This design comes from an exercise in tuning for small area on the open sky130 flow, not from production work. Function was checked by simulation only, so behaviour that the tests miss may differ from the original. Power and IR drop assume default switching activity.

// rgb2ycbcr
module rgb2ycbcr(
	input                       clk,rst_n,
	input[7:0]                  rgb_r,
	input[7:0]                  rgb_g,
	input[7:0]                  rgb_b,
	input                       rgb_de,
	output[7:0]                 ycbcr_y,
	output[7:0]                 ycbcr_cb,
	output[7:0]                 ycbcr_cr,
	output reg                  ycbcr_de
);
reg [7:0] r1, g1, b1;
always @(posedge clk) begin
	r1 <= rgb_r; g1 <= rgb_g; b1 <= rgb_b;
end
reg [8:0] e1;
reg [8:0] e2;
reg [7:0] y2_q;
reg [7:0] y3, cb3, cr3, y4, cb4, cr4;
wire i1 = ~g1[0];
wire s2, c2;
rgb2ycbcr_ha u2 (.a(b1[0]), .b(i1), .s(s2), .co(c2));
wire i3 = ~g1[1];
wire s4, c4;
rgb2ycbcr_fa u4 (.a(b1[1]), .b(i3), .c(c2), .s(s4), .co(c4));
wire i5 = ~g1[2];
wire s6, c6;
rgb2ycbcr_fa u6 (.a(b1[2]), .b(i5), .c(c4), .s(s6), .co(c6));
wire i7 = ~g1[3];
wire s8, c8;
rgb2ycbcr_fa u8 (.a(b1[3]), .b(i7), .c(c6), .s(s8), .co(c8));
wire i9 = ~g1[4];
wire s10, c10;
rgb2ycbcr_fa u10 (.a(b1[4]), .b(i9), .c(c8), .s(s10), .co(c10));
wire i11 = ~g1[5];
wire s12, c12;
rgb2ycbcr_fa u12 (.a(b1[5]), .b(i11), .c(c10), .s(s12), .co(c12));
wire i13 = ~g1[6];
wire s14, c14;
rgb2ycbcr_fa u14 (.a(b1[6]), .b(i13), .c(c12), .s(s14), .co(c14));
wire i15 = ~g1[7];
wire s16, c16;
rgb2ycbcr_fa u16 (.a(b1[7]), .b(i15), .c(c14), .s(s16), .co(c16));
wire s17, c17;
rgb2ycbcr_ha u17 (.a(r1[0]), .b(i1), .s(s17), .co(c17));
wire s18, c18;
rgb2ycbcr_fa u18 (.a(r1[1]), .b(i3), .c(c17), .s(s18), .co(c18));
wire s19, c19;
rgb2ycbcr_fa u19 (.a(r1[2]), .b(i5), .c(c18), .s(s19), .co(c19));
wire s20, c20;
rgb2ycbcr_fa u20 (.a(r1[3]), .b(i7), .c(c19), .s(s20), .co(c20));
wire s21, c21;
rgb2ycbcr_fa u21 (.a(r1[4]), .b(i9), .c(c20), .s(s21), .co(c21));
wire s22, c22;
  ...
Size in the first run: about 280 cells after synthesis, about 100 flip-flops, about 52 I/O pins, about 4500 um^2 of cells after synthesis.
clock: 5.0 ns
lec_check: 0
cap_margin: 20
core_margin: 2
core_utilization: 55
gpl_timing_driven: 0
slew_margin: 20
synth_hierarchical: 1
standard.sh (not shown) runs the stock make flow with config.mk's settings and CLKGATE_MAP_FILE= SYNTH_SCRIPT=/design/flow/synth_recipe.tcl, a recipe that flattens the netlist after the stock synthesis.
==> flow/flow/run.sh <==
#!/bin/bash
# The standard layout, with two changes: each port is buffered by the
# smallest buffer cell, and the clock tree uses small buffers without dummy loads.
set -euo pipefail
export BUFFER_PORTS_ARGS="-buffer_cell sky130_fd_sc_hd__buf_1"
export CTS_ARGS='-sink_clustering_enable -repair_clock_nets -buf_list {sky130_fd_sc_hd__clkbuf_2 sky130_fd_sc_hd__clkbuf_4 sky130_fd_sc_hd__clkbuf_8} -sink_clustering_size 16 -dont_use_dummy_load'
bash standard.sh finish > standard_flow.log 2>&1
Edit:
CORE_UTILIZATION = 40   (was 55)
=> Sequential power stays flat; via count is higher slightly; die area is higher by a quarter to a third; global-route usage is lower by 5.1 points; cell area is higher slightly; count of clock-buffer cells in the layout is unchanged; combinational power hardly moves; flip-flop and latch count does not change; maximum frequency is higher slightly.
Edit:
CORE_UTILIZATION = 30   (was 40)
- The changed run went through all stages and came out clean
- total power goes up by 2.9%
- setup slack got worse by 0.079 ns
- count of clock-buffer cells in the layout is unchanged
- combinational power goes up by about 6%

========
Starting RTL as in the previous note.
Design rgb2ycbcr, start of the top module:
module rgb2ycbcr(
	input                       clk,rst_n,
	input[7:0]                  rgb_r,
	input[7:0]                  rgb_g,
	input[7:0]                  rgb_b,
	input                       rgb_de,
	output[7:0]                 ycbcr_y,
	output[7:0]                 ycbcr_cb,
	output[7:0]                 ycbcr_cr,
	output reg                  ycbcr_de
);
reg [7:0] r1, g1, b1;
always @(posedge clk) begin
	r1 <= rgb_r; g1 <= rgb_g; b1 <= rgb_b;
end
reg [8:0] e1;
reg [8:0] e2;
reg [7:0] y2_q;
reg [7:0] y3, cb3, cr3, y4, cb4, cr4;
wire i1 = ~g1[0];
wire s2, c2;
rgb2ycbcr_ha u2 (.a(b1[0]), .b(i1), .s(s2), .co(c2));
wire i3 = ~g1[1];
wire s4, c4;
rgb2ycbcr_fa u4 (.a(b1[1]), .b(i3), .c(c2), .s(s4), .co(c4));
wire i5 = ~g1[2];
wire s6, c6;
rgb2ycbcr_fa u6 (.a(b1[2]), .b(i5), .c(c4), .s(s6), .co(c6));
wire i7 = ~g1[3];
wire s8, c8;
rgb2ycbcr_fa u8 (.a(b1[3]), .b(i7), .c(c6), .s(s8), .co(c8));
wire i9 = ~g1[4];
wire s10, c10;
rgb2ycbcr_fa u10 (.a(b1[4]), .b(i9), .c(c8), .s(s10), .co(c10));
wire i11 = ~g1[5];
wire s12, c12;
rgb2ycbcr_fa u12 (.a(b1[5]), .b(i11), .c(c10), .s(s12), .co(c12));
wire i13 = ~g1[6];
wire s14, c14;
rgb2ycbcr_fa u14 (.a(b1[6]), .b(i13), .c(c12), .s(s14), .co(c14));
wire i15 = ~g1[7];
wire s16, c16;
rgb2ycbcr_fa u16 (.a(b1[7]), .b(i15), .c(c14), .s(s16), .co(c16));
wire s17, c17;
rgb2ycbcr_ha u17 (.a(r1[0]), .b(i1), .s(s17), .co(c17));
wire s18, c18;
rgb2ycbcr_fa u18 (.a(r1[1]), .b(i3), .c(c17), .s(s18), .co(c18));
wire s19, c19;
rgb2ycbcr_fa u19 (.a(r1[2]), .b(i5), .c(c18), .s(s19), .co(c19));
wire s20, c20;
rgb2ycbcr_fa u20 (.a(r1[3]), .b(i7), .c(c19), .s(s20), .co(c20));
wire s21, c21;
rgb2ycbcr_fa u21 (.a(r1[4]), .b(i9), .c(c20), .s(s21), .co(c21));
wire s22, c22;
rgb2ycbcr_fa u22 (.a(r1[5]), .b(i11), .c(c21), .s(s22), .co(c22));
wire s23, c23;
rgb2ycbcr_fa u23 (.a(r1[6]), .b(i13), .c(c22), .s(s23), .co(c23));
wire s24, c24;
rgb2ycbcr_fa u24 (.a(r1[7]), .b(i15), .c(c23), .s(s24), .co(c24));
wire c25 = r1[0]&b1[0];
  ...
==> flow/config.mk <==
export PLATFORM = sky130hd
export DESIGN_NAME = rgb2ycbcr
export DESIGN_NICKNAME = rgb2ycbcr
export VERILOG_FILES = /design/flow/design.v
export SDC_FILE = /design/flow/constraint.sdc
export NUM_CORES = 4
export LEC_CHECK = 0
export CAP_MARGIN = 20
export CORE_MARGIN = 2
export CORE_UTILIZATION = 40
export SLEW_MARGIN = 20
export SYNTH_HIERARCHICAL = 1
==> flow/constraint.sdc <==
create_clock -name core_clock -period 5.0 [get_ports {clk}]
set_input_delay 1.0000 -clock core_clock [delete_from_list [all_inputs] [get_ports {clk}]]
set_output_delay 1.0000 -clock core_clock [all_outputs]
set_load 0.01 [all_outputs]
Scripts as last shown in full above: flow/flow/run.sh
Then changed:
ABC_AREA = 1   (was not set)
GPL_TIMING_DRIVEN = 0   (was not set)
=> Routed wire length went up by about 8%. Clock power stays flat. Sequential share of layout area went down by 1.6 points. Power went up by about 1.2%. Design area went up by 4.5%. Via count went up by about 22%. Cell count went up by 22%. Hold slack degrades by 6.5 ps. Critical path depth went down by 2.

## re-timing with driven ports
No port has a modelled driver above. Below, the same layouts with a new extraction and two added sets of constraints.
Step 1: set_driving_cell puts a clkbuf_16 on clk and a buf_2 on each other input, an assumption about the parent block.
Step 2 adds t to the input delays and takes it off the output delays; t is the mean of the earliest and latest rising clock arrival at the registers after step 1. Input paths then give back, and output paths get back, about the clock's delay inside the block.
a / b / c = no drivers / after step 1 / after step 2; a / b = the first two.
| run | t, ns | setup WS [ns] | pins driven straight from the clock port |
|---|---|---|---|
| the first run of note 1 | 0.384 | 0.137 / 0.137 / 0.137 | 1 |
| the second run of note 1 | 0.369 | 0.158 / 0.158 / 0.158 | 1 |
| the third run of note 1 | 0.396 | 0.079 / 0.079 / 0.079 | 1 |
| the first run of note 2 | 0.381 | 0.158 / 0.158 / 0.158 | 1 |
| the second run of note 2 | 0.391 | 0.200 / 0.200 / 0.200 | 1 |
After both steps setup and hold are still met in every run listed.
